What follows belongs to an exercise in optimizing a design on an open flow for small area and a short achievable clock period; a production flow would make more cautious choices.
Where RTL was checked, it was by simulation tests only, not by an equivalence proof against the original.
For run 2, only the layout was checked, not whether the RTL still works.

--- run.sh ---
#!/bin/bash
# synth_recipe.tcl (not shown) runs the flow's synth.tcl, then flattens the netlist and writes it again
# the make line also repeats each setting of config.mk as NAME=value (left out here)
make -C /OpenROAD-flow-scripts/flow DESIGN_CONFIG=/design/flow/config.mk WORK_HOME=/design/flow/orfs CLKGATE_MAP_FILE= SYNTH_SCRIPT=/design/flow/synth_recipe.tcl finish
--- config.mk ---
export PLATFORM = sky130hd
export DESIGN_NAME = FullyAssociativeCache
export DESIGN_NICKNAME = FullyAssociativeCache
export VERILOG_FILES = /design/flow/design.v
export SDC_FILE = /design/flow/constraint.sdc
export NUM_CORES = 8
export LEC_CHECK = 0
export CAP_MARGIN = 20
export CORE_MARGIN = 2
export CORE_UTILIZATION = 40
export SLEW_MARGIN = 20
--- constraint.sdc ---
create_clock -name core_clock -period 28.0 [get_ports {clk}]
set_input_delay 5.6000 -clock core_clock [delete_from_list [all_inputs] [get_ports {clk}]]
set_output_delay 5.6000 -clock core_clock [all_outputs]
set_load 0.01 [all_outputs]
--- design.v ---
module FullyAssociativeCache #(
  parameter CACHE_SIZE = 16,     
  parameter BLOCK_SIZE = 4,      
  parameter ADDR_WIDTH = 8,      
  parameter DATA_WIDTH = 32      
)(
  input wire clk,                       
  input wire rst,                       
  input wire read,                      
  input wire write,                     
  input wire [ADDR_WIDTH-1:0] addr,      
  input wire [DATA_WIDTH-1:0] write_data,  
  output reg [DATA_WIDTH-1:0] read_data,  
  output reg hit,                       
  output reg dirty_evict,                
  output reg [ADDR_WIDTH-1:0] evict_addr  
);
  localparam OFFSET_WIDTH = $clog2(BLOCK_SIZE);  
  localparam TAG_WIDTH = ADDR_WIDTH - OFFSET_WIDTH;  
  localparam LRU_COUNTER_WIDTH = $clog2(CACHE_SIZE);  
  logic [CACHE_SIZE-1:0][TAG_WIDTH-1:0] cache_tag;           
  logic [CACHE_SIZE-1:0] cache_valid;                        
  logic [CACHE_SIZE-1:0] cache_dirty;                        
  logic [CACHE_SIZE-1:0][LRU_COUNTER_WIDTH-1:0] cache_lru;   
  logic [CACHE_SIZE-1:0][DATA_WIDTH-1:0] cache_data;         
  wire [TAG_WIDTH-1:0] current_tag = addr[ADDR_WIDTH-1:OFFSET_WIDTH];  
  wire [OFFSET_WIDTH-1:0] current_offset = addr[OFFSET_WIDTH-1:0];    
  integer i;  
  logic found;                                    
  integer hit_index;                              
  integer lru_index;                              
  logic [LRU_COUNTER_WIDTH-1:0] max_counter;      
  always @(*) begin
    found = 1'b0;
    hit_index = 0;
    for (i = 0; i < CACHE_SIZE; i = i + 1) begin
      if (!found && cache_valid[i] && (cache_tag[i] == current_tag)) begin
        found = 1'b1;
        hit_index = i;
      end
    end
    lru_index = 0;
    max_counter = cache_lru[0];
    for (i = 1; i < CACHE_SIZE; i = i + 1) begin
      if (cache_lru[i] > max_counter) begin
        max_counter = cache_lru[i];
        lru_index = i;  
      end
    end
  end
  always @(posedge clk or posedge rst) begin
    if (rst) begin
      for (i = 0; i < CACHE_SIZE; i = i + 1) begin
        cache_valid[i] <= 1'b0;          
        cache_dirty[i] <= 1'b0;          
        cache_lru[i] <= LRU_COUNTER_WIDTH'(i);  
        cache_tag[i] <= {TAG_WIDTH{1'b0}};  
        cache_data[i] <= {DATA_WIDTH{1'b0}};  
      end
      hit <= 1'b0;           
      read_data <= {DATA_WIDTH{1'b0}};  
      dirty_evict <= 1'b0;   
      evict_addr <= {ADDR_WIDTH{1'b0}};  
    end else begin
      hit <= 1'b0;
      dirty_evict <= 1'b0;
      evict_addr <= {ADDR_WIDTH{1'b0}};
      if (read || write) begin
        if (found) begin
          hit <= 1'b1;
          if (read) begin
            read_data <= cache_data[hit_index];
          end
          for (i = 0; i < CACHE_SIZE; i = i + 1) begin
            if (i == hit_index) begin
              if (write) begin
                cache_data[i] <= write_data;
                cache_dirty[i] <= 1'b1;
              end
              cache_lru[i] <= {LRU_COUNTER_WIDTH{1'b0}};
            end else if (cache_lru[i] < cache_lru[hit_index]) begin
              cache_lru[i] <= cache_lru[i] + 1'b1;
            end
          end
        end else begin
          if (cache_valid[lru_index] && cache_dirty[lru_index]) begin
            dirty_evict <= 1'b1;  
            evict_addr <= {cache_tag[lru_index], current_offset};  
          end
          for (i = 0; i < CACHE_SIZE; i = i + 1) begin
            if (i == lru_index) begin
              cache_valid[i] <= 1'b1;   
              cache_tag[i] <= current_tag;  
              cache_dirty[i] <= write;  
              if (write) begin
                cache_data[i] <= write_data;
              end else begin
                cache_data[i] <= {DATA_WIDTH{1'b0}};  
              end
              cache_lru[i] <= {LRU_COUNTER_WIDTH{1'b0}};
            end else if (cache_lru[i] < max_counter) begin
              cache_lru[i] <= cache_lru[i] + 1'b1;
            end
          end
          if (read) begin
            read_data <= cache_data[lru_index];
          end
        end
      end
    end
  end
endmodule
==> results.yml, run 1 <==
critical_path:
  setup.worst_path.end: "evict_addr[2]"
  crit_family: "compound AO/OA/AOI/OAI gates"
  r2r_start: "cache_lru[4]"
  crit_type: "register to register"
  cp.depth: 121
  r2r_slack_ps: 1340
  cp-start-kind: "register"
  required_ps: 28560
  critPathBufInv: 10
  critPathMaxStageDelay_ps: 690
  r2r-end: "evict_addr[2]"
  end_kind: "register"
  critical_path.startpoint: "cache_lru[4]"
  path_max_fanout: 10
  r2r_cells: 121
  cp_slowest_cell: "fa_2"
  cp.arrival_ps: 27220
synthesis:
  ys_seq_area_share_pct: 43.0
  syn-instance-count: 4785
  synth_cell_types: 113
  ys_async_sr_fraction_pct: 100
  synth_fp_nets: 4985
  synth-edff-count: 0
  yosys_warnings: 1
  syn_area_um2: 43500
  ys.flop_type: "dfrtp_1"
  avgSynthCellArea_um2: 9.10
  ys_ff_latch: 746
clock_tree:
  numCtsBuffers: 88
  cts.sinks: 746
  htreeDepth: 3
  ctsLongestPathBuffers: 3
  path_clk_slew_ps: 60
  cts-root-buf: "clkbuf_16"
  insertion_delay_ps: 680
  cts_tree: "done"
finish:
  layout-drive-gt1-share_pct: 13.2
  area_delta_synth_final_pct: 13.0
  layout_common_cells: "nand2_1 (939), dfrtp_1 (711), o21ai_0 (708)"
  final_common_cell: "nand2_1"
  nNetsFinal: 4933
  n_antenna_cell: 0
  final_area_um2: 49200
  final_core_utilization_pct: 45.4
die:
  ioPinCount: 86
  die-area_um2: 112000
  dieHeight_um: 334
  rows: 121
  start_util_pct: 40.2
  die_x_um: 334
  core-area_um2: 108000
sta:
  finalCritPeriodShare_pct: 95.2
  period_needed_ps: 26660
  tightest_slew_ps: 1150
  slew_violations: 0
  fmax_mhz: 37.5
  slew_headroom_pct: 22.8
  tns_ps: 0
  final_hold_viol_count: 0
  clock_skew_ps: 31.6
  setup_violations: 0
detailed_routing:
  detail_route.iter0.violations: 2922
  ant_nets: 0
  via_count: 35800
  wl_per_cell_um: 21.8
  drt_wl_total_mm: 135
  first_pass_iters: 5
  drc_errors: 0
  avgViaCountPerCell: 5.76
global_route:
  grt_pass1_wl_mm: 209
  grt_antenna_before_repair: 5
  grt_overflow: 0
  track_usage_pct: 23.7
  grt_start_max_net_pins: 132
  grt_pass1_vias: 34300
placed_design:
  place_area_um2: 45700
  numPortBuffers: 85
  routabilityCongestion: 0.921
  dp_hpwl_mm: 86.3
min_path:
  worstHoldPathType: "register to register"
flow_run:
  drv_cap: 0
run_status:
  status: "no timing/DRC/antenna violations"
==> flip-flops by register name (all words and copies together) (netlist names) <==
| signal | cells |
|---|---|
| cache_dirty | 16 |
| cache_valid | 16 |
| cache_tag | 96 |
| cache_data | 512 |
| hit | 1 |
| read_data | 32 |
| cache_lru | 64 |
| evict_addr | 8 |
| dirty_evict | 1 |
==> worst reg2reg max path, delay by kind of cell (launching register included) <==
| kind | cells | cell delay [ps] |
|---|---|---|
| AOI/OAI and AO/OA | 35 | 7380 |
| and+or+nand+nor | 36 | 5520 |
| muxes | 17 | 4880 |
| DFF | 1 | 600 |
| adders and majority gates | 23 | 7180 |
| buffers and inverters | 10 | 960 |
==> through the flow <==
step	hold WS [ps]	setup WS, ps	cells
after floorplan	442	1520	4785
after global placement	453	-96.5	6032
after detailed placement	462	-357	6032
after CTS	475	6.85	6191
after global routing	490	-232	6215
final	472	1340	6215
==> worst min path at each step <==
stage	from	end	slack, ps	cells after the start
6_report	cache_data[410]	cache_data[410]	470	2
5_1_grt	cache_data[407]	cache_data[407]	490	2
4_1_cts	cache_data[394]	cache_data[394]	480	2
3_5_place_dp	cache_data[394]	cache_data[394]	460	2
3_3_place_gp	cache_data[407]	cache_data[407]	450	2
2_1_floorplan	cache_data[384]	cache_data[384]	440	2
==> layer usage <==
| metal | global-route usage [%] | routed length (um) | vias up |
|---|---|---|---|
| met5 | 0 | 13 | - |
| met4 | 7.39 | 3560 | 2 |
| met1 | 33.2 | 61500 | 17800 |
| li1 | - | - | 16900 |
| met2 | 38.3 | 63400 | 892 |
| met3 | 2.97 | 6790 | 209 |
==> cell families (layout without fill, tap and decap cells) <==
kind of cell / count (synthesis) / after routing / share of synthesized area [%]
adders and majority gates: 163 / 163 / 4.67
AOI/OAI and AO/OA: 1399 / 1399 / 19.4
muxes: 409 / 409 / 11.4
and+or+nand+nor: 1501 / 1503 / 15.1
xor gates and xnor gates: 108 / 108 / 2.17
buffers and inverters: 459 / 473 / 4.28
DFF: 746 / 746 / 43.0
==> synth_stat cells, drive strengths merged, types with 10 or more instances <==
cell | number | share of area [%]
a21o | 18 | 0.31
buf | 66 | 0.89
nor2b | 24 | 0.34
or4 | 17 | 0.31
a21oi | 216 | 2.5
o31ai | 61 | 1.1
xor2 | 52 | 1.0
clkbuf | 290 | 2.5
o211ai | 31 | 0.58
nand4 | 27 | 0.39
o21a | 31 | 0.53
dfstp | 32 | 1.9
and2 | 23 | 0.33
nand2 | 959 | 8.3
nand2b | 36 | 0.52
o22ai | 40 | 0.57
mux2i | 222 | 5.1
xnor2 | 56 | 1.1
nor2 | 160 | 1.4
nor4 | 21 | 0.34
dfrtp | 714 | 41
inv | 102 | 0.88
a2111oi | 10 | 0.29
o221ai | 39 | 0.78
o21bai | 36 | 0.63
a211oi | 22 | 0.39
ha | 155 | 4.5
and3 | 84 | 1.2
o21ai | 728 | 8.4
nor3 | 34 | 0.39
nand3 | 61 | 0.70
a31o | 11 | 0.22
a31oi | 24 | 0.34
mux4 | 54 | 2.8
or2 | 19 | 0.27
mux2 | 133 | 3.5
a22oi | 40 | 0.69
==> final cells by class <==
cell class / instances / area, um^2
timing repair buffer: 212 / 1890
sequential: 746 / 18700
tap: 1414 / 1770
clock inverter: 39 / 549
multi-input combinational: 3582 / 23400
clock buffer: 119 / 2480
fill: 10400 / 59200
inverter: 103 / 394
==> timing repair <==
| item | 4_1_cts | 5_1_grt |
|---|---|---|
| resized for setup | 3 | 57 |
| cloned | 0 | 2 |
| buffers inserted | 1 | 22 |
| endpoints found under the setup margin | 137 | 745 |
| hold buffers | 0 | 0 |
| pin swaps | 1 | 13 |
==> inputs of run 2 (changes only) <==
==> design.v (replaced) <==
module FullyAssociativeCache #(
  parameter CACHE_SIZE = 16,
  parameter BLOCK_SIZE = 4,
  parameter ADDR_WIDTH = 8,
  parameter DATA_WIDTH = 32
)(
  input wire clk,
  input wire rst,
  input wire read,
  input wire write,
  input wire [ADDR_WIDTH-1:0] addr,
  input wire [DATA_WIDTH-1:0] write_data,
  output reg [DATA_WIDTH-1:0] read_data,
  output reg hit,
  output reg dirty_evict,
  output reg [ADDR_WIDTH-1:0] evict_addr
);
  localparam OFFSET_WIDTH = $clog2(BLOCK_SIZE);
  localparam TAG_WIDTH = ADDR_WIDTH - OFFSET_WIDTH;
  localparam N = CACHE_SIZE;
  reg [TAG_WIDTH-1:0]  line_tag   [0:N-1];
  reg [DATA_WIDTH-1:0] line_data  [0:N-1];
  reg [N-1:0]          line_dirty;
  reg [N-1:0]          line_valid;
  wire [TAG_WIDTH-1:0] current_tag = addr[ADDR_WIDTH-1:OFFSET_WIDTH];
  wire req = read | write;
  reg [N-1:0] match;
  reg [N-1:0] shift;
  reg found;
  reg [DATA_WIDTH-1:0] hit_data;
  reg hit_dirty;
  integer k;
  always @(*) begin
    for (k = 0; k < N; k = k + 1)
      match[k] = line_valid[k] && (line_tag[k] == current_tag);
    found = |match;
    shift[0] = 1'b0;
    for (k = 1; k < N; k = k + 1)
      shift[k] = shift[k-1] | match[k-1];
    shift = ~shift;
    hit_data = {DATA_WIDTH{1'b0}};
    hit_dirty = 1'b0;
    for (k = 0; k < N; k = k + 1) begin
      hit_data = hit_data | ({DATA_WIDTH{match[k]}} & line_data[k]);
      hit_dirty = hit_dirty | (match[k] & line_dirty[k]);
    end
  end
  reg [N-1:0] load;
  always @(*) begin
    load[0] = req;
    for (k = 1; k < N; k = k + 1)
      load[k] = req & shift[k];
  end
  always @(posedge clk) begin
    if (load[0]) begin
      line_tag[0]   <= current_tag;
      line_data[0]  <= write ? write_data : hit_data;
      line_dirty[0] <= write | hit_dirty;
    end
    for (k = 1; k < N; k = k + 1) begin
      if (load[k]) begin
        line_tag[k]   <= line_tag[k-1];
        line_data[k]  <= line_data[k-1];
        line_dirty[k] <= line_dirty[k-1];
      end
    end
  end
  always @(posedge clk or posedge rst) begin
    if (rst) begin
      line_valid <= {N{1'b0}};
    end else if (req && !found) begin
      line_valid <= {line_valid[N-2:0], 1'b1};
    end
  end
  always @(posedge clk or posedge rst) begin
    if (rst) begin
      hit <= 1'b0;
      dirty_evict <= 1'b0;
    end else begin
      hit <= req & found;
      dirty_evict <= req & ~found & line_valid[N-1] & line_dirty[N-1];
    end
  end
  always @(posedge clk) begin
    read_data  <= found ? hit_data
                        : ({DATA_WIDTH{line_valid[N-1]}} & line_data[N-1]);
    evict_addr <= {line_tag[N-1], addr[OFFSET_WIDTH-1:0]};
  end
endmodule
==> run 2 against run 1 <==
Critical path type is now input port to register. Critical path depth down 110. Via count fell by 61%. Register-to-register slack improved by 22000 ps. Synthesized cell count fell by 73%. Global-route usage decreased by 2.3 points.
==> results.yml, run 2 <==
clock_tree:
  insertion_delay_ps: 600
  ctsHoldBuffers: 0
  htreeDepth: 3
  cts-root-buf: "clkbuf_16"
  path_clk_slew_ps: 60
  cts_resized: 0
  postCtsSetupBuffers: 0
  cts.sinks: 682
  cts_tree: "done"
  numCtsBuffers: 70
  ctsLongestPathBuffers: 3
finish:
  layout_common_cells: "edfxtp_1 (624), a22o_1 (131), a221oi_1 (131)"
  n_antenna_cell: 0
  area_delta_synth_final_pct: 17.6
  reg_top3: "line_data: 512 flops, line_tag: 96 flops, read_data: 32 flops"
  final_common_cell: "edfxtp_1"
  largest_reg_flops: 512
  max_flop_register: "line_data"
  nNetsFinal: 1465
  layout-drive-gt1-share_pct: 16.1
synthesis:
  ys_ff_latch: 682
  yosysTopAreaCellShare_pct: 74.9
  synthTopCellsByCount: "edfxtp_1 (624), a221oi_1 (131), a22o_1 (131)"
  ys.flop_type: "edfxtp_1"
  synth_top_area_cell: "edfxtp_1"
  synth_area_leaders: "edfxtp_1 (75%), a221oi_1 (4.6%), a22o_1 (4.6%), dfxtp_1 (3.2%), dfrtp_1 (1.8%)"
  synth_cell_types: 32
  avgSynthCellArea_um2: 19.4
  synth_most_common_cell: "edfxtp_1"
  syn_area_um2: 25000
  synth_fp_nets: 1332
  syn-instance-count: 1288
  yosys_warnings: 3
  synth-edff-count: 624
  ys_async_sr_fraction_pct: 2.64
  ys_seq_area_share_pct: 79.9
detailed_routing:
  drt_wl_total_mm: 69.2
  detail_route.iter0.violations: 1757
  drc_errors: 0
  avgViaCountPerCell: 6.00
  first_pass_iters: 5
  wl_per_cell_um: 29.9
  ant_nets: 0
  via_count: 13900
critical_path:
  path_max_fanout: 41
  cp.arrival_ps: 10200
  r2r_cells: 10
  cp-start-kind: "input port"
  r2r_slack_ps: 23390
  r2r-end: "line_data[9][2]"
  r2r_start: "line_tag[0][1]"
  crit_type: "input port to register"
  end_kind: "register"
  required_ps: 28220
die:
  dieHeight_um: 254
  rows: 91
  die_x_um: 254
  die-area_um2: 64600
  ioPinCount: 86
  core-area_um2: 61800
  start_util_pct: 40.5
sta:
  final_hold_viol_count: 0
  finalCritPeriodShare_pct: 35.6
  slew_headroom_pct: 34.4
  clock_skew_ps: 22.8
  fmax_mhz: 100
  hold_slack_ps: 440
  tns_ps: 0
  tightest_slew_ps: 981
  rsz0062_at_grt: "no"
  slew_violations: 0
  period_needed_ps: 9980
  setup_violations: 0
placed_design:
  numPortBuffers: 85
  dp_hpwl_mm: 36.6
  routabilityCongestion: 0.798
min_path:
  worstHoldPathType: "register to register"
  holdPathStages: 0
  min_to: "line_data[6][30]"
  min_from: "line_data[5][30]"
flow_run:
  drv_cap: 0
global_route:
  grt_pass1_vias: 14100
  track_usage_pct: 21.4
  grt_antenna_before_repair: 2
  grt_overflow: 0
  grt_start_max_net_pins: 42
  grt_pass1_wl_mm: 99.0
run_status:
  status: "no timing/DRC/antenna violations"
==> run 2: cell families (layout without fill, tap and decap cells) <==
kind of cell / after synthesis / in the layout / synth area share (%)
flip-flops: 682 / 682 / 79.9
AO/OA/AOI/OAI: 296 / 296 / 10.2
XOR/XNOR: 96 / 96 / 3.36
AND/OR/NAND/NOR: 93 / 93 / 2.85
buffers and inverters: 74 / 261 / 1.47
multiplexers: 47 / 47 / 2.24
==> run 2: how the worst max path moves through the flow <==
stage,slack (ps),depth (start not counted),startpoint,end
2_1_floorplan,15300,7,addr[6],line_data[6][0]
3_3_place_gp,17510,11,addr[2],line_data[13][1]
3_5_place_dp,17390,11,addr[2],line_data[9][2]
4_1_cts,18030,11,addr[2],line_data[9][2]
5_1_grt,17800,11,addr[3],line_data[9][2]
6_report,18020,11,addr[2],line_data[9][2]
==> run 2: area by class of cell <==
class                      instances  area [um^2]
tap                              837         1050
clock inverter                    39          384
clock buffer                      87         1930
sequential                       682        20000
multi-input combinational        532         4880
fill                            5125        32400
inverter                           6         22.5
timing repair buffer             129         1180
==> run 2: stage by stage <==
step	instances	setup slack (ps)	utilization [%]	cell area, um^2
after detailed placement	2186	17390	43.9	27100
after floorplan	1288	15300	-	25000
final	2312	18020	47.6	29400
after global routing	2312	17800	47.6	29400
after CTS	2312	18030	47.6	29400
after global placement	2184	17510	43.8	27100
==> run 2: worst max-delay path, stage by stage <==
cell             delay, ps
clkdlybuf4s50_1        450
buf_4                  310
xor2_1                 280
nor4_4                  70
buf_4                  360
or3_1                  560
inv_2                   80
buf_4                  680
nand3b_1               370
nor3_2                 770
buf_4                  590
==> run 2: metal layers <==
metal	GRT usage, %	vias up	share of wire, %
met5	0	-	0
met4	6.97	0	2.5
met3	4.14	117	11
met2	33.6	974	46
met1	30.3	7128	41
li1	-	5662	-
==> inputs of run 3 (changes only) <==
--- a/design.v
+++ b/design.v
@@ -45,23 +45,17 @@
       hit_dirty = hit_dirty | (match[k] & line_dirty[k]);
     end
   end
-  reg [N-1:0] load;
-  always @(*) begin
-    load[0] = req;
-    for (k = 1; k < N; k = k + 1)
-      load[k] = req & shift[k];
-  end
   always @(posedge clk) begin
-    if (load[0]) begin
+    if (req) begin
       line_tag[0]   <= current_tag;
       line_data[0]  <= write ? write_data : hit_data;
       line_dirty[0] <= write | hit_dirty;
-    end
-    for (k = 1; k < N; k = k + 1) begin
-      if (load[k]) begin
-        line_tag[k]   <= line_tag[k-1];
-        line_data[k]  <= line_data[k-1];
-        line_dirty[k] <= line_dirty[k-1];
+      for (k = 1; k < N; k = k + 1) begin
+        if (shift[k]) begin
+          line_tag[k]   <= line_tag[k-1];
+          line_data[k]  <= line_data[k-1];
+          line_dirty[k] <= line_dirty[k-1];
+        end
       end
     end
   end
==> run 3 against run 2 <==
Clock skew decreased by 1.6 ps. Hold slack got worse by 19 ps. Largest cell class unchanged. Via count decreased by 0.60%. Non-clock buffer count unchanged. Still clean on timing, DRC and antenna. Sequential share of layout area increased by 0.084 points. Count of clock-buffer cells in the layout increased by 5. Critical path type unchanged. Cell area decreased by 0.12%. Global-route usage decreased by 1.1 points.
==> results.yml, run 3 <==
run_status:
  status: "no timing/DRC/antenna violations"
sta:
  fin_ws_ps: 17900
  slew_headroom_pct: 41.4
  slew_violations: 0
  clock_skew_ps: 21.2
  period_needed_ps: 10100
  tightest_slew_ps: 876
  tns_ps: 0
  finalCritPeriodShare_pct: 36.1
  hold_slack_ps: 421
  fmax_mhz: 99.0
  setup_violations: 0
  final_hold_viol_count: 0
  rsz0062_at_grt: "no"
critical_path:
  critPathMaxStageDelay_ps: 640
  cp.depth: 12
  end_kind: "register"
  required_ps: 28230
  cp_slowest_cell: "buf_4"
  cp-start-kind: "input port"
  cp_cell_sequence: "buf_2 > buf_4 > nor2_1 > inv_2 > buf_4 > nand2b_1 > inv_2 > buf_4 > and3_2 > buf_4 > nor2b_4 > buf_4"
  critPathBufInv: 8
  r2r_cells: 10
  crit_top_cell: "buf_4"
  path_max_fanout: 40
  crit_type: "input port to register"
  crit_family: "buffers and inverters"
  cp.arrival_ps: 10340
finish:
  layout-drive-gt1-share_pct: 15.8
  layout_common_cells: "edfxtp_1 (624), a22o_1 (131), a221oi_1 (131)"
  nNetsFinal: 1467
  max_flop_register: "line_data"
  final_area_um2: 29400
  area_delta_synth_final_pct: 16.3
  reg_top3: "line_data: 512 flops, line_tag: 96 flops, read_data: 32 flops"
  largest_reg_flops: 512
  n_antenna_cell: 0
  final_common_cell: "edfxtp_1"
die:
  die_x_um: 255
  core-area_um2: 62700
  die-area_um2: 65200
  dieHeight_um: 255
  rows: 92
  start_util_pct: 40.3
  ioPinCount: 86
global_route:
  grt_pass1_wl_mm: 97.5
  grt_antenna_before_repair: 0
  track_usage_pct: 20.4
  grt_overflow: 0
  grt_start_max_net_pins: 42
  grt_pass1_vias: 14200
synthesis:
  yosys.area_share.simple_pct: 3.43
  synth-edff-count: 624
  synthAdderAreaFrac_pct: 0
  ys.flop_type: "edfxtp_1"
  yosysTopAreaCellShare_pct: 74.2
  synth_fp_nets: 1333
  synth_top_family_by_area: "compound AO/OA/AOI/OAI gates"
  synthTopCellsByCount: "edfxtp_1 (624), a221oi_1 (131), a22o_1 (131)"
  synth_top_area_cell: "edfxtp_1"
  ys_ff_latch: 682
  syn-instance-count: 1289
  synthXorXnorAreaFrac_pct: 3.42
  ys_seq_area_share_pct: 79.1
  synth_area_leaders: "edfxtp_1 (74%), a221oi_1 (4.5%), a22o_1 (4.5%), dfxtp_1 (3.2%), dfrtp_1 (1.8%)"
  syn_area_um2: 25300
  yosys_warnings: 3
  synth_most_common_cell: "edfxtp_1"
  synth_cell_types: 37
  ys_async_sr_fraction_pct: 2.64
  synthMuxAreaShare_pct: 2.21
  avgSynthCellArea_um2: 19.6
  synth_compound_area_share_pct: 10.1
placed_design:
  dpl_worst_slack_ps: 17290
  routabilityCongestion: 0.802
  numPortBuffers: 85
  dp_hpwl_mm: 36.7
  place_area_um2: 27200
detailed_routing:
  drt_wl_total_mm: 67.6
  avgViaCountPerCell: 5.95
  via_count: 13800
  drc_errors: 0
  detail_route.iter0.violations: 1755
  ant_nets: 0
  wl_per_cell_um: 29.2
  first_pass_iters: 5
clock_tree:
  numCtsBuffers: 71
  ctsLongestPathBuffers: 3
  htreeDepth: 3
  path_clk_slew_ps: 60
  cts-root-buf: "clkbuf_16"
  postCtsSetupBuffers: 0
  cts.sinks: 682
  cts_resized: 0
  ctsHoldBuffers: 0
  cts_tree: "done"
  insertion_delay_ps: 590
min_path:
  holdPathStages: 0
  worstHoldPathType: "register to register"
flow_run:
  drv_cap: 0
-- run 3: cell count changes in the layout (fill, tap and decap cells not counted), moves of 3 or more --
| cell | delta |
|---|---|
| clkbuf_1 | +7 |
| clkinv_2 | -5 |
| nor3_4 | +4 |
| nor2_4 | -3 |
| nor3_1 | -3 |
| xor2_1 | -3 |
| xor2_2 | +3 |
-- run 3: layout make-up --
type	count	area, um^2
Tap cell	846	1060
Clock buffer	92	1930
Multi-Input combinational cell	533	4940
Sequential cell	682	20000
Clock inverter	31	283
Fill cell	5218	33300
Timing Repair Buffer	129	1180
Inverter	6	22.5
-- run 3: per-layer routing --
metal / wire length, um / GRT usage, % / share of wire [%] / up-vias
met5: 0 / 0 / 0 / -
met4: 2090 / 7.70 / 3.1 / 0
met3: 6730 / 4.40 / 10 / 154
met2: 31400 / 32.2 / 46 / 902
met1: 27400 / 27.8 / 41 / 7078
li1: - / - / - / 5664
-- run 3: cells by family after synthesis --
kind of cell    Yosys count
flops                   682
compound gates          296
xor+xnor                 96
simple gates             94
buf+inv                  74
mux                      47
-- run 3: worst paths after layout --
kind,from,to,slack [ps]
setup / recovery,write,line_tag[9][3],17900
hold / removal,line_tag[15][3],evict_addr[5],420
setup reg to reg,line_tag[0][5],line_tag[9][3],23400
hold reg to reg,line_tag[15][3],evict_addr[5],420
max in group asynchronous,rst,line_valid[14],22150
min in group asynchronous,rst,hit,5410
-- run 3: per-stage QoR --
stage / utilization [%] / instances
floorplan: - / 1289
global route: 46.9 / 2319
finish: 46.9 / 2319
detailed placement: 43.3 / 2196
CTS: 46.9 / 2319
global placement: 43.3 / 2196
==> inputs of run 4 (changes only) <==
==> design.v (replaced) <==
module FullyAssociativeCache #(
  parameter CACHE_SIZE = 16,
  parameter BLOCK_SIZE = 4,
  parameter ADDR_WIDTH = 8,
  parameter DATA_WIDTH = 32
)(
  input wire clk,
  input wire rst,
  input wire read,
  input wire write,
  input wire [ADDR_WIDTH-1:0] addr,
  input wire [DATA_WIDTH-1:0] write_data,
  output reg [DATA_WIDTH-1:0] read_data,
  output reg hit,
  output reg dirty_evict,
  output reg [ADDR_WIDTH-1:0] evict_addr
);
  localparam OFFSET_WIDTH = $clog2(BLOCK_SIZE);
  localparam TAG_WIDTH = ADDR_WIDTH - OFFSET_WIDTH;
  localparam N = CACHE_SIZE;
  localparam CW = $clog2(CACHE_SIZE) + 1;
  reg [TAG_WIDTH-1:0]  line_tag   [0:N-1];
  reg [DATA_WIDTH-1:0] line_data  [0:N-1];
  reg [N-1:0]          line_dirty;
  reg [CW-1:0]         line_count;    
  wire [TAG_WIDTH-1:0] current_tag = addr[ADDR_WIDTH-1:OFFSET_WIDTH];
  wire req = read | write;
  wire full = line_count[CW-1];
  reg [N-1:0] valid;
  reg [N-1:0] match;      
  reg [N-1:0] sel;        
  wire [N-1:0] load;      
  reg [DATA_WIDTH-1:0] front_data;    
  reg [DATA_WIDTH-1:0] hit_data;
  reg hit_dirty;
  integer k;
  always @(*) begin
    for (k = 0; k < N; k = k + 1) begin
      valid[k] = line_count > k;
      match[k] = req && valid[k] && (line_tag[k] == current_tag);
    end
    sel = match;
    sel[0] = match[0] | ~req;
    front_data = {DATA_WIDTH{1'b0}};
    hit_dirty = 1'b0;
    for (k = 0; k < N - 1; k = k + 1)
      front_data = front_data | ({DATA_WIDTH{sel[k]}} & line_data[k]);
    for (k = 0; k < N; k = k + 1)
      hit_dirty = hit_dirty | (sel[k] & line_dirty[k]);
    hit_data = front_data | ({DATA_WIDTH{match[N-1]}} & line_data[N-1]);
  end
  assign load[0] = 1'b0;
  genvar g;
  generate
    for (g = 1; g < N; g = g + 1) begin : gen_load
      assign load[g] = ~|sel[g-1:0];
    end
  endgenerate
  always @(posedge clk) begin
    if (req)
      line_tag[0] <= current_tag;
    line_data[0]  <= write ? write_data : hit_data;
    line_dirty[0] <= write | hit_dirty;
    for (k = 1; k < N; k = k + 1) begin
      if (load[k]) begin
        line_tag[k]   <= line_tag[k-1];
        line_data[k]  <= line_data[k-1];
        line_dirty[k] <= line_dirty[k-1];
      end
    end
  end
  always @(posedge clk or posedge rst) begin
    if (rst)
      line_count <= {CW{1'b0}};
    else if (req && !(|match) && !full)
      line_count <= line_count + 1'b1;
  end
  always @(posedge clk or posedge rst) begin
    if (rst) begin
      hit <= 1'b0;
      dirty_evict <= 1'b0;
    end else begin
      hit <= |match;
      dirty_evict <= load[N-1] & ~match[N-1] & full & line_dirty[N-1];
    end
  end
  always @(posedge clk) begin
    read_data  <= front_data | ({DATA_WIDTH{load[N-1] & full}} & line_data[N-1]);
    evict_addr <= {line_tag[N-1], addr[OFFSET_WIDTH-1:0]};
  end
endmodule
==> flow/run.sh (new file) <==
#!/bin/bash
# The standard layout (standard.sh, unchanged synthesis), with:
#  - repair_timing asked for extra setup slack, so that it shortens the
#    critical paths (clock period and SDC are unchanged);
#  - port buffers of a fixed small cell (buf_2) rather than the delay cell
#    buffer_ports would otherwise pick;
#  - a clock tree built from clkbuf_16 with larger sink clusters and no dummy
#    loads.
# make's output goes to standard.log; ORFS keeps each step's log in orfs/logs.
set -euo pipefail
CTS="-sink_clustering_enable -repair_clock_nets -sink_clustering_size 30 -sink_clustering_max_diameter 60 -buf_list sky130_fd_sc_hd__clkbuf_16 -dont_use_dummy_load"
bash standard.sh SETUP_SLACK_MARGIN=20.5 "CTS_ARGS=$CTS" \
  "BUFFER_PORTS_ARGS=-buffer_cell sky130_fd_sc_hd__buf_2" finish > standard.log 2>&1
==> standard.sh (new file) <==
#!/bin/bash
# synth_recipe.tcl (not shown) runs the flow's synth.tcl, then flattens the netlist and writes it again
# the make line also repeats each setting of config.mk as NAME=value (left out here)
make -C /OpenROAD-flow-scripts/flow DESIGN_CONFIG=/design/flow/config.mk WORK_HOME=/design/flow/orfs CLKGATE_MAP_FILE= SYNTH_SCRIPT=/design/flow/synth_recipe.tcl "${@:-finish}"
--- a/config.mk
+++ b/config.mk
@@ -7,5 +7,6 @@
 export LEC_CHECK = 0
 export CAP_MARGIN = 20
 export CORE_MARGIN = 2
-export CORE_UTILIZATION = 40
+export CORE_UTILIZATION = 60
 export SLEW_MARGIN = 20
+export TNS_END_PERCENT = 0
removed: run.sh
==> run 4 against run 3 <==
Non-clock buffer count increased by 21. Synthesized cell count grew 10%. Cell area is 6.4% lower. Critical path type unchanged. Critical endpoint is now line_data[14][21].
==> results.yml, run 4 <==
placed_design:
  dpl_worst_slack_ps: 18360
  routabilityCongestion: 0.827
  place_inst: 1985
  numPortBuffers: 85
  dp_hpwl_mm: 34.5
critical_path:
  cp-start-kind: "input port"
  r2r-end: "line_data[0][6]"
  required_ps: 28270
  critPathMaxStageDelay_ps: 410
  end_kind: "register"
  cp_cell_sequence: "buf_12 > buf_16 > nor2_4 > buf_6 > a21oi_2 > and4_4 > buf_12 > nor4_4 > nand4b_4 > nor3_4 > buf_12 > buf_6"
  cp.depth: 12
  r2r_start: "line_count[4]"
  critPathBufInv: 6
  crit_type: "input port to register"
  crit_family: "simple AND/OR/NAND/NOR gates"
  r2r_slack_ps: 24580
  r2r_cells: 6
  crit_top_cell: "buf_12"
  cp.arrival_ps: 7890
  path_max_fanout: 6
  cp_slowest_cell: "nor4_4"
finish:
  n_antenna_cell: 0
  nNetsFinal: 1577
  final_common_cell: "edfxtp_1"
  max_flop_register: "line_data"
  largest_reg_flops: 512
  layout-drive-gt1-share_pct: 15.7
  final.fill_count: 2757
  layout_common_cells: "edfxtp_1 (591), a22oi_1 (142), buf_2 (78)"
  fin_cells: 2058
  reg_top3: "line_data: 512 flops, line_tag: 96 flops, read_data: 32 flops"
  area_delta_synth_final_pct: 10.9
synthesis:
  ys_seq_area_share_pct: 78.1
  avgSynthCellArea_um2: 17.4
  synth_fp_nets: 1472
  synth_most_common_cell: "edfxtp_1"
  ys.flop_type: "edfxtp_1"
  syn-instance-count: 1423
  synthTopCellsByCount: "edfxtp_1 (591), a22oi_1 (142), dfxtp_1 (73)"
  synth_cell_types: 57
  yosysTopAreaCellShare_pct: 71.5
  synth_top_area_cell: "edfxtp_1"
  ys_ff_latch: 671
  synth-edff-count: 591
  ys_async_sr_fraction_pct: 1.04
  synth_area_leaders: "edfxtp_1 (72%), dfxtp_1 (5.9%), a22oi_1 (4.3%), xor2_1 (2.2%), a222oi_1 (1.9%)"
  yosys_warnings: 3
  syn_area_um2: 24800
sta:
  slew_violations: 0
  tightest_slew_ps: 1070
  slew_headroom_pct: 28.9
  rsz0062_at_grt: "yes"
  fin_ws_ps: 20370
  period_needed_ps: 7630
  clock_skew_ps: 45.7
  final_hold_viol_count: 0
  finalCritPeriodShare_pct: 27.2
  fmax_mhz: 131
  tns_ps: 0
  hold_slack_ps: 412
  setup_violations: 0
die:
  die-area_um2: 43000
  rows: 74
  die_x_um: 207
  ioPinCount: 86
  dieHeight_um: 207
  start_util_pct: 60.8
  core-area_um2: 40800
detailed_routing:
  drc_errors: 0
  first_pass_iters: 6
  avgViaCountPerCell: 6.97
  ant_nets: 0
  detail_route.iter0.violations: 2179
  drt_wl_total_mm: 67.9
  wl_per_cell_um: 33.0
  via_count: 14300
min_path:
  min_from: "line_dirty[0]"
  holdPathStages: 0
  worstHoldPathType: "register to register"
  min_to: "line_dirty[1]"
clock_tree:
  path_clk_slew_ps: 90
  cts-root-buf: "clkbuf_16"
  ctsLongestPathBuffers: 3
  numCtsBuffers: 38
  insertion_delay_ps: 600
  cts_tree: "done"
  htreeDepth: 2
  cts.sinks: 671
global_route:
  grt_pass1_wl_mm: 93.9
  grt_antenna_before_repair: 0
  track_usage_pct: 29.9
  grt_overflow: 0
  grt_start_max_net_pins: 68
  grt_pass1_vias: 14000
flow_run:
  drv_cap: 0
run_status:
  status: "no timing/DRC/antenna violations"
## run 4: changes by cell type after synthesis, moves of 22 or more
cell	before	now
a22oi_1	0	142
a221oi_1	131	13
a22o_1	131	13
a222oi_1	1	48
nand2_1	0	43
and3_1	2	41
mux2_2	39	1
inv_1	5	42
dfxtp_1	40	73
edfxtp_1	624	591
nand4_1	49	19
a21oi_1	0	22
and4_1	0	22
## run 4: how the worst max path moves through the flow
stage	from	end	slack (ps)
after global routing	write	line_data[14][27]	20300
after detailed placement	write	read_data[16]	18360
after CTS	write	line_data[14][20]	19990
after global placement	write	line_data[15][20]	18460
final	write	line_data[14][21]	20370
after floorplan	addr[3]	line_data[8][0]	17900
## run 4: logic make-up (layout without fill, tap and decap cells)
group | count (synthesis) | count (layout) | synth area share [%]
AO/OA/AOI/OAI | 335 | 335 | 11.0
XOR/XNOR | 99 | 99 | 3.49
adder cells (fa/ha/maj) | 5 | 5 | 0.252
buffers and inverters | 129 | 232 | 2.58
flip-flops | 671 | 671 | 78.1
multiplexers | 1 | 1 | 0.0454
AND/OR/NAND/NOR | 183 | 183 | 4.54
## run 4: repair_timing
| item | CTS | global route |
|---|---|---|
| cloned | 0 | 10 |
| hold buffers | 0 | 0 |
| pin swaps | 5 | 11 |
| gates resized for setup | 35 | 71 |
| endpoints found under the setup margin | 647 | 631 |
| buffers inserted | 6 | 19 |
## run 4: through the flow
step	area [um^2]	utilization [%]
floorplan	24900	-
global placement	25800	63.2
detailed placement	25800	63.2
CTS	26900	65.9
global route	27500	67.4
finish	27500	67.4
## run 4: layout make-up
| cell class | instances | area [um^2] | share of cell area (%) |
|---|---|---|---|
| inverter | 44 | 183 | 0.664 |
| timing repair buffer | 150 | 1340 | 4.88 |
| multi-input combinational | 623 | 4990 | 18.1 |
| clock buffer | 38 | 951 | 3.46 |
| sequential | 671 | 19400 | 70.5 |
| tap | 532 | 666 | 2.42 |
## run 4: layer usage
metal	global-route usage (%)	share of wire (%)	up-vias
met5	0	0	-
met4	8.05	3.7	0
met1	44.5	40	7332
met3	5.73	11	141
li1	-	-	5898
met2	45.9	45	975
==> inputs of run 5 (changes only) <==
==> flow/run.sh (replaced) <==
#!/bin/bash
# The standard layout (standard.sh, unchanged synthesis), with:
#  - repair_timing asked for extra setup slack, so that it shortens the
#    critical paths (clock period and SDC are unchanged);
#  - port buffers of a fixed small cell (buf_2) rather than the delay cell
#    buffer_ports would otherwise pick;
#  - a clock tree built from clkbuf_8 with larger sink clusters and no dummy
#    loads.
# make's output goes to standard.log; ORFS keeps each step's log in orfs/logs.
set -euo pipefail
CTS="-sink_clustering_enable -repair_clock_nets -sink_clustering_size 18 -sink_clustering_max_diameter 45 -buf_list sky130_fd_sc_hd__clkbuf_8 -dont_use_dummy_load"
bash standard.sh SETUP_SLACK_MARGIN=20.5 "CTS_ARGS=$CTS" \
  "BUFFER_PORTS_ARGS=-buffer_cell sky130_fd_sc_hd__buf_2" finish > standard.log 2>&1
==> run 5 against run 4 <==
Non-clock buffer count increased by 8. Clock skew increased by 28 ps. Global-route usage increased by 0.15 points. Synthesized cell count unchanged.
==> results.yml, run 5 <==
critical_path:
  critPathMaxStageDelay_ps: 550
  critical_path.startpoint: "addr[7]"
  end_kind: "register"
  required_ps: 28420
  crit_top_cell: "buf_6"
  cp.arrival_ps: 7950
  path_max_fanout: 34
  cp_slowest_cell: "or4_4"
  cp_cell_sequence: "buf_4 > xor2_1 > or4_4 > a211oi_4 > buf_6 > nor4_4 > nand4b_4 > nor3_4 > buf_6 > clkbuf_16"
  cp-start-kind: "input port"
  r2r_start: "line_count[4]"
  crit_type: "input port to register"
finish:
  layout-drive-gt1-share_pct: 17.1
  nNetsFinal: 1605
  max_flop_register: "line_data"
  final.fill_count: 2780
  largest_reg_flops: 512
  fin_cells: 2086
  final_common_cell: "edfxtp_1"
  reg_top3: "line_data: 512 flops, line_tag: 96 flops, read_data: 32 flops"
  layout_common_cells: "edfxtp_1 (591), a22oi_1 (142), buf_2 (78)"
  area_delta_synth_final_pct: 10.4
  n_antenna_cell: 0
clock_tree:
  cts_tree: "done"
  cts.sinks: 671
  insertion_delay_ps: 710
  ctsLongestPathBuffers: 3
  cts-root-buf: "clkbuf_8"
  path_clk_slew_ps: 110
  htreeDepth: 2
  numCtsBuffers: 58
sta:
  rsz0062_at_grt: "yes"
  slew_headroom_pct: 28.7
  period_needed_ps: 7530
  tns_ps: 0
  slew_violations: 0
  final_hold_viol_count: 0
  setup_violations: 0
  fmax_mhz: 133
  clock_skew_ps: 73.3
  tightest_slew_ps: 1070
  finalCritPeriodShare_pct: 26.9
min_path:
  worstHoldPathType: "register to register"
  min_from: "line_data[4][2]"
detailed_routing:
  avgViaCountPerCell: 6.90
  first_pass_iters: 6
  drc_errors: 0
  ant_nets: 0
  drt_wl_total_mm: 68.6
  via_count: 14400
  detail_route.iter0.violations: 2024
  wl_per_cell_um: 32.9
synthesis:
  ys_seq_area_share_pct: 78.1
  ys_ff_latch: 671
  synth_area_leaders: "edfxtp_1 (72%), dfxtp_1 (5.9%), a22oi_1 (4.3%), xor2_1 (2.2%), a222oi_1 (1.9%)"
  syn_area_um2: 24800
  yosys_warnings: 3
  ys.flop_type: "edfxtp_1"
  synth_top_area_cell: "edfxtp_1"
  synth_fp_nets: 1472
  syn-instance-count: 1423
  synthTopCellsByCount: "edfxtp_1 (591), a22oi_1 (142), dfxtp_1 (73)"
  synth-edff-count: 591
  yosysTopAreaCellShare_pct: 71.5
  avgSynthCellArea_um2: 17.4
  synth_cell_types: 57
  ys_async_sr_fraction_pct: 1.04
  synth_most_common_cell: "edfxtp_1"
die:
  dieHeight_um: 207
  core-area_um2: 40800
  ioPinCount: 86
  die_x_um: 207
  rows: 74
  die-area_um2: 43000
  start_util_pct: 60.8
global_route:
  met1_usage_pct: 45.0
  grt_start_max_net_pins: 68
  met3_usage_pct: 6.26
  busiest_layer: "met2"
  grt_pass1_wl_mm: 94.3
  grt_pass1_vias: 14200
  track_usage_pct: 30.0
  met2_usage_pct: 45.4
  grt_antenna_before_repair: 0
  grt_overflow: 0
placed_design:
  place_inst: 1985
  routabilityCongestion: 0.827
  numPortBuffers: 85
  dp_hpwl_mm: 34.5
flow_run:
  drv_cap: 0
run_status:
  status: "no timing/DRC/antenna violations"
-- run 5: per-stage QoR --
step                utilization, %  worst slack (ps)  hold slack [ps]  area (um^2)
global route                  67.1             20410              422        27400
CTS                           65.5             20110              410        26800
detailed placement            63.2             18360              418        25800
floorplan                        -             17900              367        24900
global placement              63.2             18460              415        25800
finish                        67.1             20470              415        27400
-- run 5: worst paths after layout --
kind	endpoint	slack, ps	cells past startpoint
max	line_tag[14][2]	20470	10
min	line_data[5][2]	420	0
max reg2reg	line_data[0][6]	24670	6
min reg2reg	line_data[5][2]	420	0
max in group asynchronous	line_count[1]	22860	2
min in group asynchronous	line_count[3]	4870	2
-- run 5: cells by family (layout without fill, tap and decap cells) --
logic type	count (synthesis)	count (layout)	share of synthesized area (%)
XOR/XNOR	99	99	3.49
flip-flops	671	671	78.1
AND/OR/NAND/NOR	183	183	4.54
AO/OA/AOI/OAI	335	335	11.0
adder cells (fa/ha/maj)	5	5	0.252
multiplexers	1	1	0.0454
buffers and inverters	129	260	2.58
-- run 5: timing repair --
item | CTS | global route
endpoints found under the setup margin | 647 | 574
gates cloned | 0 | 11
resized for setup | 33 | 66
hold buffers | 0 | 0
buffers inserted | 6 | 26
pin swaps | 5 | 10
-- run 5: layout make-up --
type / instances / area [um^2] / share of cell area [%]
inverter: 44 / 185 / 0.676
tap: 532 / 666 / 2.43
clock buffer: 58 / 798 / 2.91
timing repair buffer: 158 / 1370 / 5.00
sequential: 671 / 19400 / 70.8
multi-input combinational: 623 / 4980 / 18.2
-- run 5: critical path, delay by kind of cell --
family	cells	cell delay, ps
xor gates and xnor gates	1	190
and+or+nand+nor	4	960
buffers and inverters	4	1000
AOI/OAI and AO/OA	1	170
-- run 5: routing by layer --
metal / wire (um) / part of all wire (%)
met1: 27300 / 40
met2: 31200 / 45
met3: 8110 / 12
met4: 1990 / 2.9
met5: 0 / 0

[port drivers added, routing unchanged]
How much do the figures lean on ideal ports? The routed layouts below were timed once more, with nothing changed but the port constraints. Step 1 assumes that a clkbuf_16 drives the clock port and a buf_2 every other input. Step 2 also shifts input and output timing later by t, the mid clock arrival at the registers, as if the neighbouring blocks saw the same clock. Slacks: ideal / step 1 / step 2; pairs: ideal / step 1.
| run | t, ns | setup WS [ns] | worst setup path at the end | worst data-port slew with drivers (ns) | cell pins on the clock port's net |
|---|---|---|---|---|---|
| run 1 | 0.741 | 1.340 / 1.340 / 1.340 | register to register | 0.11 | 1 |
| run 2 | 0.649 | 18.021 / 18.059 / 17.409 | input to register | 0.05 | 1 |
| run 3 | 0.637 | 17.896 / 17.922 / 17.286 | input to register | 0.05 | 1 |
| run 4 | 0.627 | 20.373 / 20.382 / 19.755 | input to register | 0.06 | 1 |
| run 5 | 0.731 | 20.467 / 20.481 / 19.750 | input to register | 0.06 | 1 |
After both steps setup and hold are still met in every run listed. The setup slack of run 5, which loses most, moves by +0.014 ns with the drivers and by -0.717 ns with both steps.
